Background: an optimization exercise with open tools, aiming at small area. Do not read the settings as production practice.
Only simulation tests tie the RTL to the original design; equivalence was not proved.
No driver is modelled on the clock port, so clocking that relies on it looks cheaper here than on a real chip.
Power is estimated from default activity; no workload was simulated.

== old ==
## RhythmGame_Top
module RhythmGame_Top (
    input  wire        CLOCK_50,
    input  wire [3:0]  KEY,
    input  wire [9:0]  SW,
    output wire [6:0]  HEX0, HEX1, HEX2, HEX3, HEX4, HEX5,
    output wire [9:0]  LEDR,
    output wire [7:0]  o_DM_Row,
    output wire [7:0]  o_DM_Col,
    output wire        o_Piezo
);
    wire        w_Rst_n = SW[9];
    wire [3:0]  w_Push_Pulse;
    wire [7:0]  w_Rand_Val;
    wire [31:0] w_Map;
    wire        w_Map_Valid;
    wire [15:0] w_Score;
    wire [7:0]  w_Combo;
    wire [1:0]  w_Sound_Cmd;
    wire [9:0]  w_HP;
    LFSR u_LFSR (
        .i_Clk   (CLOCK_50),
        .i_Rst   (w_Rst_n),
        .o_Rand  (w_Rand_Val)
    );
    PushControl u_Input (
        .i_Clk   (CLOCK_50),
        .i_Rst   (w_Rst_n),
        .i_Push  (KEY),
        .o_fPush (w_Push_Pulse)
    );
    GameLogic u_GameCore (
        .i_Clk       (CLOCK_50),
        .i_Rst       (w_Rst_n),
        .i_Pulse     (w_Push_Pulse),
        .i_Rand_Val  (w_Rand_Val),
        .i_Speed_Opt (SW[1:0]),
        .i_View_Mode (SW[2]),
        .i_Start_Btn (SW[8]),
        .o_Map       (w_Map),
        .o_Map_Valid (w_Map_Valid),
        .o_Score     (w_Score),
        .o_Combo     (w_Combo),
        .o_HP        (w_HP),
        .o_Sound_Cmd (w_Sound_Cmd)
    );
    DotMatrix u_Display (
        .i_Clk    (CLOCK_50),
        .i_Rst    (w_Rst_n),
        .i_Map    (w_Map),
        .i_Valid  (w_Map_Valid),
  ...
Size: about 900 cells after synthesis, about 0.0080 mm² of cells after synthesis.
Settings: LEC_CHECK=0, CAP_MARGIN=20, CORE_MARGIN=2, CORE_UTILIZATION=65, SLEW_MARGIN=20; clock period 25.0 ns.
standard.sh (not shown) runs the stock make flow with config.mk's settings and CLKGATE_MAP_FILE= SYNTH_SCRIPT=/design/flow/synth_recipe.tcl, a recipe that flattens the netlist after the stock synthesis.
==> flow/flow/run.sh <==
#!/bin/bash
# Standard synthesis, then the combinational logic is re-mapped for area with
# ABC (flip-flops untouched), then the standard layout steps. Ports are
# buffered with the smallest buffer; CTS takes the arguments in cts_args.txt
# and cts_post.tcl then shrinks clock buffers where the clock slew allows.
set -euo pipefail
HERE=$(pwd)
RES=$HERE/orfs/results/$FLOW_PLATFORM/RhythmGame_Top/base
bash standard.sh $RES/1_2_yosys.v > synth.log 2>&1
cp $RES/1_2_yosys.v $HERE/1_2_yosys_standard.v
export REOPT_LIB=$FLOW_HOME/platforms/$FLOW_PLATFORM/lib/sky130_fd_sc_hd__tt_025C_1v80.lib
export REOPT_IN=$HERE/1_2_yosys_standard.v
export REOPT_DONT_USE="$(make -s -C $FLOW_HOME DESIGN_CONFIG=$FLOW_CONFIG print-DONT_USE_CELLS 2>/dev/null | sed "s/^DONT_USE_CELLS: //")"
# several ABC runs (scripts reopt*.abc, each with several seeds, 4 at a
# time); keep the smallest netlist
JOBS=()
for F in flow/reopt*.abc; do
  for S in 1 2 3 4; do JOBS+=("$F:$S"); done
done
N=0
for J in "${JOBS[@]}"; do
  F=${J%%:*}; S=${J##*:}; N=$((N+1))
  sed "s/@SEED@/$S/" $F > reopt_$N.abc
  REOPT_ABC=$HERE/reopt_$N.abc REOPT_OUT=$HERE/reopt_$N.v \
    yosys -c flow/reopt.tcl > reopt_$N.log 2>&1 &
  if (( N % 4 == 0 )); then wait; fi
done
wait
BEST=""; BESTA=""
for K in $(seq 1 $N); do
  A=$(grep "Chip area for module" reopt_$K.log | tail -1 | awk '{print $NF}')
  echo "run $K ($(head -c 200 reopt_$K.abc)): area $A" >> reopt.log
  if [[ -n "$A" && -s reopt_$K.v ]] && { [[ -z "$BESTA" ]] || python3 -c "import sys; sys.exit(0 if $A < $BESTA else 1)"; }; then
    BEST=$K; BESTA=$A
  fi
done
echo "best run $BEST: area $BESTA" >> reopt.log
cp reopt_$BEST.v $RES/1_2_yosys.v
touch $RES/1_2_yosys.v
bash standard.sh "BUFFER_PORTS_ARGS=-buffer_cell sky130_fd_sc_hd__buf_1" \
  "CTS_ARGS=$(cat flow/cts_args.txt)" "POST_CTS_TCL=$HERE/flow/cts_post.tcl" \
  finish > layout.log 2>&1
Other scripts of this flow, unchanged in this note and not shown: flow/flow/cts_args.txt, flow/flow/cts_post.tcl, flow/flow/reopt.abc, flow/flow/reopt.tcl, flow/flow/reopt_f.abc
--- input diff old..new ---
--- a/flow/design.v
+++ b/flow/design.v
@@ -139,46 +139,45 @@
         case (i_Speed_Opt)
             2'b01:   w_OptHalf = 9'd250;
             2'b10:   w_OptHalf = 9'd125;
             default: w_OptHalf = 9'd500;
         endcase
     end
     wire w_Begin = w_Idle & i_Start_Btn;               
     always @(posedge i_Clk or negedge i_Rst) begin
         if (!i_Rst) begin
             r_State     <= 2'b00;
-            r_Score     <= 19'd0;
-            r_Combo     <= 8'd0;
             r_Miss      <= 4'd0;
             o_Sound_Cmd <= 2'd0;
-            r_HighScore <= 19'd0;
-            r_HighCombo <= 8'd0;
         end else begin
-            r_Score     <= w_Begin ? 19'd0 : w_ScoreAdd;
-            r_Combo     <= (w_Begin | (w_Act & w_ComboClr)) ? 8'd0 : w_ComboNext;
             r_Miss      <= w_Begin ? 4'd0 : r_Miss + {3'd0, w_Act & w_Lose};
             o_Sound_Cmd <= 2'd0;
             if (w_Act) begin
                 if (w_BotMiss | (w_AnyP & ~w_LastHit)) o_Sound_Cmd <= 2'd3;
                 else if (w_AnyP) o_Sound_Cmd <= w_Perfect ? 2'd1 : 2'd2;
             end
             if (w_Begin) r_State <= 2'b01;
-            if (w_Play & w_Hp0) begin
-                r_State <= 2'b10;
-                if (r_Score > r_HighScore) r_HighScore <= r_Score;
-            end
-            if (w_Play && r_Combo > r_HighCombo) r_HighCombo <= r_Combo;
+            if (w_Play & w_Hp0) r_State <= 2'b10;
             if (w_Over & ~(r_Half[10] | r_Half[8] | r_Half[7] | r_Half[6] | r_Half[4] | r_Half[3] | r_Half[2]))
                 r_State <= 2'b11;
         end
     end
     always @(posedge i_Clk) begin
+        r_Score <= w_Begin ? 19'd0 : w_ScoreAdd;
+        r_Combo <= (w_Begin | (w_Act & w_ComboClr)) ? 8'd0 : w_ComboNext;
+        if (w_Begin & ~r_State[0]) begin
+            r_HighScore <= 19'd0;
+            r_HighCombo <= 8'd0;
+        end else begin
+            if (w_Play & w_Hp0 & (r_Score > r_HighScore)) r_HighScore <= r_Score;
+            if (w_Play & (r_Combo > r_HighCombo)) r_HighCombo <= r_Combo;
+        end
         r_Speed_Cnt <= ((w_Act & w_Tick) | (w_Begin & ~r_State[0])) ? 10'd0
                                                                    : r_Speed_Cnt + {9'd0, w_Act};
         if (w_Idle)
             r_NHalf <= ~{2'b00, w_OptHalf};
         else if (w_Play & w_Hp0)
             r_NHalf <= 11'd0;                  
         else
             r_NHalf <= ~(r_Half - {10'd0, w_Over | (w_Act & w_AnyHit & w_HAbove100)});
         if (w_Idle & i_Start_Btn)
             r_NoNote <= 32'hffffffff;
@@ -195,22 +194,22 @@
     assign o_HP[0] = ~m[3] & ~m[2] & ~m[1] & ~m[0];
     assign o_HP[1] = ~m[3] & ~m[2] & ~m[1];
     assign o_HP[2] = ~(m[3] | m[2] | (m[1] & m[0]));
     assign o_HP[3] = ~m[3] & ~m[2];
     assign o_HP[4] = (~m[3] & ~m[2]) | (~m[3] & ~m[1] & ~m[0]);
     assign o_HP[5] = ~(m[3] | (m[2] & m[1]));
     assign o_HP[6] = ~(m[3] | (m[2] & m[1] & m[0]));
     assign o_HP[7] = ~m[3];
     assign o_HP[8] = ~m[3] | (~m[1] & ~m[0]);
     assign o_HP[9] = ~(m[3] & m[1]);
-    assign o_Score     = i_View_Mode ? r_HighScore[15:0] : r_Score[15:0];
-    assign o_Combo     = i_View_Mode ? r_HighCombo : r_Combo;
+    assign o_Score     = (i_View_Mode ? r_HighScore[15:0] : r_Score[15:0]) & {16{o_Map_Valid}};
+    assign o_Combo     = (i_View_Mode ? r_HighCombo : r_Combo) & {8{o_Map_Valid}};
 endmodule
 module DotMatrix(
     input  wire        i_Clk,
     input  wire        i_Rst,
     input  wire [31:0] i_Map,
     input  wire        i_Valid,
     output wire [7:0]  o_DM_Col,
     output wire [7:0]  o_DM_Row
 );
     reg [3:0] r_Cnt;
==> comparison <==
Compared with old, new ends up with a smaller final cell area.
Looking at old and new, the count of buffers not belonging to the clock network in the layout is a wash.
Depth of the critical timing path with buffers and inverters included ended up 1 higher on new than on old.
Comparing new with old, the clock power came out essentially unchanged.
Compared with old, new shows area enclosed by the die boundary lower by 2.2%.
Compared with old, new shows number of optimization iterations in the first detailed-route pass higher by 2.
Compared new against old; via count of the routed design within noise.
Insertion delay to the later sink of the worst-skew pair in new is 20 ps lower than in old
Delta (new minus old): setup slack after layout went down; headroom to the max-slew limit went down; sequential share of layout area went down; hold slack went down; total power went up.
Of old and new, the run reporting the higher net switching share of the total power was new.

==> what the ideal ports hide <==
The flow's constraints put no driver on any port. The routed layouts listed below were extracted and timed again, unchanged, in two steps.
Step 1: set_driving_cell puts a clkbuf_16 on CLOCK_50 and a buf_2 on each other input, an assumption about the parent block.
Step 2 also shifts input and output timing later by t, the mid clock arrival at the registers, as if the neighbouring blocks saw the same clock.
Slacks: ideal ports / drivers / drivers and shift; pairs: ideal ports / drivers.
| run | shift t [ns] | slack for setup (ns) | worst setup path after step 2 | latest minus earliest clock arrival (ns) |
|---|---|---|---|---|
| old | 0.625 | 12.288 / 12.266 / 12.266 | input to output | 0.038 / 0.039 |
| new | 0.596 | 11.904 / 11.876 / 11.876 | input to output | 0.036 / 0.036 |
After both steps every run listed still meets setup and hold. For new, which loses most, drivers alone change the setup slack by -0.028 ns; drivers and shift together by -0.028 ns.
